Background: an optimization exercise with open tools, aiming at small area, a short achievable clock period and few clock cycles per item. Do not read the settings as production practice.

== JK ==
==> flow/design.v <==
`timescale 1ns / 1ps
module convert_to_10 (
    input wire clk,
    input wire rst,
    input wire start,
    input wire [399:0] binary,
    output reg [3:0] decimal,
    output reg valid,
    output reg done
);
    localparam integer W  = 16;                
    localparam integer NB = (392 + W - 1) / W;  
    localparam integer WT = 392 - (NB - 1) * W;  
    reg  [391:0] v;                  
    reg  [2*NB-1:0] p;               
    reg  [3:0] jreg, jreg2;          
    reg        ereg, ereg2;          
    reg        run;
    reg  [7:0] cnt;
    wire [395:0] a = {1'b0, v, 3'b000};
    wire [395:0] b = {3'b000, v, 1'b0};
    wire [391:0] v_nx;
    wire [2*NB-1:0] p_nx;
    wire [3:0]   j_nx;
    genvar gi, gj, gk;
    generate
        for (gi = 0; gi < NB; gi = gi + 1) begin : blk
            localparam integer LO = gi * W;
            localparam integer N  = (gi < NB - 1) ? W : WT + 4;    
            wire [1:0]   pp = (gi == 0) ? 2'b00 : p[2*gi +: 2];
            wire [N-1:0] ab = a[LO +: N];
            wire [N-1:0] bb = b[LO +: N];
            wire [N-1:0] qb = {{(N-5){1'b0}}, pp[1], pp[0], pp[1], pp[0], 1'b0};
            wire [N:0]   x  = {1'b0, ab ^ bb ^ qb};
            wire [N:0]   y  = {(ab & bb) | (ab & qb) | (bb & qb), 1'b0};
            wire [N:0]   G [0:5];
            wire [N:0]   P [0:5];
            assign G[0] = x & y;
            assign P[0] = x ^ y;
            for (gj = 0; gj < 5; gj = gj + 1) begin : lv
                for (gk = 0; gk <= N; gk = gk + 1) begin : el
                    if ((gk >> gj) & 1) begin : c
                        localparam integer J = ((gk >> gj) << gj) - 1;
                        assign G[gj+1][gk] = G[gj][gk] | (P[gj][gk] & G[gj][J]);
                        assign P[gj+1][gk] = P[gj][gk] & P[gj][J];
                    end else begin : n
                        assign G[gj+1][gk] = G[gj][gk];
                        assign P[gj+1][gk] = P[gj][gk];
                    end
                end
            end
            wire [N+1:0] s = {G[5][N], P[0] ^ {G[5][N-1:0], 1'b0}};
            if (gi < NB - 1) begin : mid
                assign v_nx[LO +: W] = s[W-1:0];
                assign p_nx[2*(gi+1) +: 2] = s[W+1:W];
            end else begin : top
                assign v_nx[391:LO] = s[WT-1:0];
                assign j_nx = s[WT+3:WT];
            end
        end
    endgenerate
    assign p_nx[1:0] = 2'b00;
    wire [NB-1:0] g0, pr0;
    generate
        for (gi = 0; gi < NB; gi = gi + 1) begin : gp
            localparam integer LO = gi * W;
            localparam integer HI = (gi < NB - 1) ? LO + W - 1 : 391;
            wire hi1 = &v[HI:LO+2];
            wire v1 = v[LO + 1];
            wire v0 = v[LO];
            wire p1 = (gi == 0) ? 1'b0 : p[2*gi + 1];
            wire p0 = (gi == 0) ? 1'b0 : p[2*gi];
            assign g0[gi]  = hi1 & v1 & (p1 | (p0 & v0));
            assign pr0[gi] = hi1 & ((~p1 & ~p0 & v1 & v0) | (p0 & v1 & ~v0) | (p1 & ~v1 & v0));
        end
    endgenerate
    localparam integer LV = (NB > 32) ? 6 : (NB > 16) ? 5 : (NB > 8) ? 4 : 3;   
    wire [NB-1:0] gl [0:LV];
    wire [NB-1:0] pl [0:LV];
    assign gl[0] = g0;
    assign pl[0] = pr0;
    genvar gl_i, gl_l;
    generate
        for (gl_l = 0; gl_l < LV; gl_l = gl_l + 1) begin : lv
            for (gl_i = 0; gl_i < NB; gl_i = gl_i + 1) begin : el
                if ((gl_i % (2 << gl_l)) == 0 && gl_i + (1 << gl_l) < NB) begin : cmb
                    assign gl[gl_l+1][gl_i] = gl[gl_l][gl_i + (1 << gl_l)] |
                                              (pl[gl_l][gl_i + (1 << gl_l)] & gl[gl_l][gl_i]);
                    assign pl[gl_l+1][gl_i] = pl[gl_l][gl_i + (1 << gl_l)] & pl[gl_l][gl_i];
                end else begin : pass
                    assign gl[gl_l+1][gl_i] = gl[gl_l][gl_i];
                    assign pl[gl_l+1][gl_i] = pl[gl_l][gl_i];
                end
            end
        end
    endgenerate
    wire e = gl[LV][0];
    wire [3:0] digit = jreg2 + {3'b000, ereg} + {1'b0, ereg2, ereg2, 1'b0};
    always @(posedge clk) begin
        if (run) begin
            v <= v_nx;
            p <= p_nx;
        end else begin
            v <= binary[391:0];
            p <= 0;
        end
        jreg  <= j_nx;
        jreg2 <= jreg;
        ereg  <= e;
        ereg2 <= ereg;
        decimal <= run ? digit : binary[395:392];
    end
    always @(posedge clk) begin
        if (rst) begin
            run   <= 1'b0;
            cnt   <= 8'd0;
            valid <= 1'b0;
            done  <= 1'b0;
        end else begin
            valid <= start | (run & (cnt >= 8'd3));
            done  <= run & (cnt == 8'd151);
            if (run) begin
                cnt <= cnt + 8'd1;
                if (cnt == 8'd151) run <= 1'b0;
            end else if (start) begin
                run <= 1'b1;
                cnt <= 8'd1;
            end
        end
    end
endmodule
Settings: LEC_CHECK=0, CAP_MARGIN=20, CORE_MARGIN=2, CORE_UTILIZATION=40, SLEW_MARGIN=20; clock period 10.0 ns.
standard.sh (not shown) runs the stock make flow with config.mk's settings and CLKGATE_MAP_FILE= SYNTH_SCRIPT=/design/flow/synth_recipe.tcl, a recipe that flattens the netlist after the stock synthesis.
==> flow/flow/run.sh <==
#!/bin/bash
# Standard layout, with the port buffers made of the smallest buffer cell.
set -euo pipefail
export BUFFER_PORTS_ARGS="-buffer_cell sky130_fd_sc_hd__buf_1"
bash standard.sh > standard_flow.log 2>&1
Changes in MS relative to JK:
==> flow/design.v, changed modules only <==
module convert_to_10 (
    input wire clk,
    input wire rst,
    input wire start,
    input wire [399:0] binary,
    output reg [3:0] decimal,
    output reg valid,
    output reg done
);
    localparam integer W  = 16;                
    localparam integer NB = (392 + W - 1) / W;  
    localparam integer WT = 392 - (NB - 1) * W;  
    reg  [391:0] v;                  
    reg  [2*NB-1:0] p;               
    reg  [3:0] jreg, jreg2;          
    reg        ereg, ereg2;          
    reg        run;
    reg  [7:0] cnt;
    wire [395:0] a = {1'b0, v, 3'b000};
    wire [395:0] b = {3'b000, v, 1'b0};
    wire [391:0] v_nx;
    wire [2*NB-1:0] p_nx;
    wire [3:0]   j_nx;
    genvar gi;
    generate
        for (gi = 0; gi < NB; gi = gi + 1) begin : blk
            localparam integer LO = gi * W;
            if (gi < NB - 1) begin : mid
                wire [1:0] pp = (gi == 0) ? 2'b00 : p[2*gi +: 2];
                wire [W+1:0] q = {{(W-3){1'b0}}, pp[1], pp[0], pp[1], pp[0], 1'b0};
                wire [W+1:0] s = {2'b00, a[LO +: W]} + {2'b00, b[LO +: W]} + q;
                assign v_nx[LO +: W] = s[W-1:0];
                assign p_nx[2*(gi+1) +: 2] = s[W+1:W];
            end else begin : top
                wire [1:0] pp = p[2*gi +: 2];
                wire [WT+3:0] q = {{(WT-1){1'b0}}, pp[1], pp[0], pp[1], pp[0], 1'b0};
                wire [WT+3:0] s = a[395:LO] + b[395:LO] + q;
                assign v_nx[391:LO] = s[WT-1:0];
                assign j_nx = s[WT+3:WT];
            end
        end
    endgenerate
    assign p_nx[1:0] = 2'b00;
    wire [NB-1:0] g0, pr0;
    generate
        for (gi = 0; gi < NB; gi = gi + 1) begin : gp
            localparam integer LO = gi * W;
            localparam integer HI = (gi < NB - 1) ? LO + W - 1 : 391;
            wire hi1 = &v[HI:LO+2];
            wire v1 = v[LO + 1];
            wire v0 = v[LO];
            wire p1 = (gi == 0) ? 1'b0 : p[2*gi + 1];
            wire p0 = (gi == 0) ? 1'b0 : p[2*gi];
            assign g0[gi]  = hi1 & v1 & (p1 | (p0 & v0));
            assign pr0[gi] = hi1 & ((~p1 & ~p0 & v1 & v0) | (p0 & v1 & ~v0) | (p1 & ~v1 & v0));
        end
    endgenerate
    localparam integer LV = (NB > 32) ? 6 : (NB > 16) ? 5 : (NB > 8) ? 4 : 3;   
    wire [NB-1:0] gl [0:LV];
    wire [NB-1:0] pl [0:LV];
    assign gl[0] = g0;
    assign pl[0] = pr0;
    genvar gl_i, gl_l;
    generate
        for (gl_l = 0; gl_l < LV; gl_l = gl_l + 1) begin : lv
            for (gl_i = 0; gl_i < NB; gl_i = gl_i + 1) begin : el
                if ((gl_i % (2 << gl_l)) == 0 && gl_i + (1 << gl_l) < NB) begin : cmb
                    assign gl[gl_l+1][gl_i] = gl[gl_l][gl_i + (1 << gl_l)] |
                                              (pl[gl_l][gl_i + (1 << gl_l)] & gl[gl_l][gl_i]);
                    assign pl[gl_l+1][gl_i] = pl[gl_l][gl_i + (1 << gl_l)] & pl[gl_l][gl_i];
                end else begin : pass
                    assign gl[gl_l+1][gl_i] = gl[gl_l][gl_i];
                    assign pl[gl_l+1][gl_i] = pl[gl_l][gl_i];
                end
            end
        end
    endgenerate
    wire e = gl[LV][0];
    wire [3:0] digit = jreg2 + {3'b000, ereg} + {1'b0, ereg2, ereg2, 1'b0};
    always @(posedge clk) begin
        if (run) begin
            v <= v_nx;
            p <= p_nx;
        end else begin
            v <= binary[391:0];
            p <= 0;
        end
        jreg  <= j_nx;
        jreg2 <= jreg;
        ereg  <= e;
        ereg2 <= ereg;
        decimal <= run ? digit : binary[395:392];
    end
    always @(posedge clk) begin
        if (rst) begin
            run   <= 1'b0;
            cnt   <= 8'd0;
            valid <= 1'b0;
            done  <= 1'b0;
        end else begin
            valid <= start | (run & (cnt >= 8'd3));
            done  <= run & (cnt == 8'd151);
            if (run) begin
                cnt <= cnt + 8'd1;
                if (cnt == 8'd151) run <= 1'b0;
            end else if (start) begin
                run <= 1'b1;
                cnt <= 8'd1;
            end
        end
    end
endmodule
Notes after the runs:
MS ends up with lower sequential share of layout area than JK does.
Compared with JK, in MS global-route usage over all layers picked up an extra 0.63 points, combined buffer and inverter count along the critical path picked up an extra 2, count of endpoints failing setup in the final report neither gained nor lost much, total standard cell area after synthesis picked up an extra about 4.6%.
Number of clock sinks: MS vs JK — no meaningful difference
The capture point of the worst path comes out p[8] in one run and v[95] in the other, namely in JK and MS respectively.
When MS is set beside JK, its die outline height turns out to be about 2.2% larger.
MS against JK: number of cell rows moved up, area fraction in compound gates after synthesis moved up, via count moved up.
No run of this note included a check of the RTL's function; only the layout flow was run.

static timing again, ports no longer ideal:
No port has a modelled driver above. Below, the same layouts with a new extraction and two added sets of constraints.
Step 1 (the two cells are an assumption about what drives the block):
set clk [get_ports {clk}]
set_driving_cell -lib_cell sky130_fd_sc_hd__clkbuf_16 $clk
set_driving_cell -lib_cell sky130_fd_sc_hd__buf_2 [delete_from_list [all_inputs] $clk]
Step 2 moves the port delays by t, midway between the first and last clock arrival at a register: inputs arrive t later, outputs are due t later. That takes back most of the time a late clock gives input paths.
a / b / c = no drivers / after step 1 / after step 2; a / b = the first two.
run	t (ns)	slack for setup (ns)	worst hold slack (ns)	worst setup path after step 2
JK	0.708	6.481 / 6.481 / 6.481	0.324 / 0.324 / 0.324	register to register
MS	0.709	6.456 / 6.456 / 6.456	0.337 / 0.337 / 0.337	register to register
After both steps every run listed still meets setup and hold.
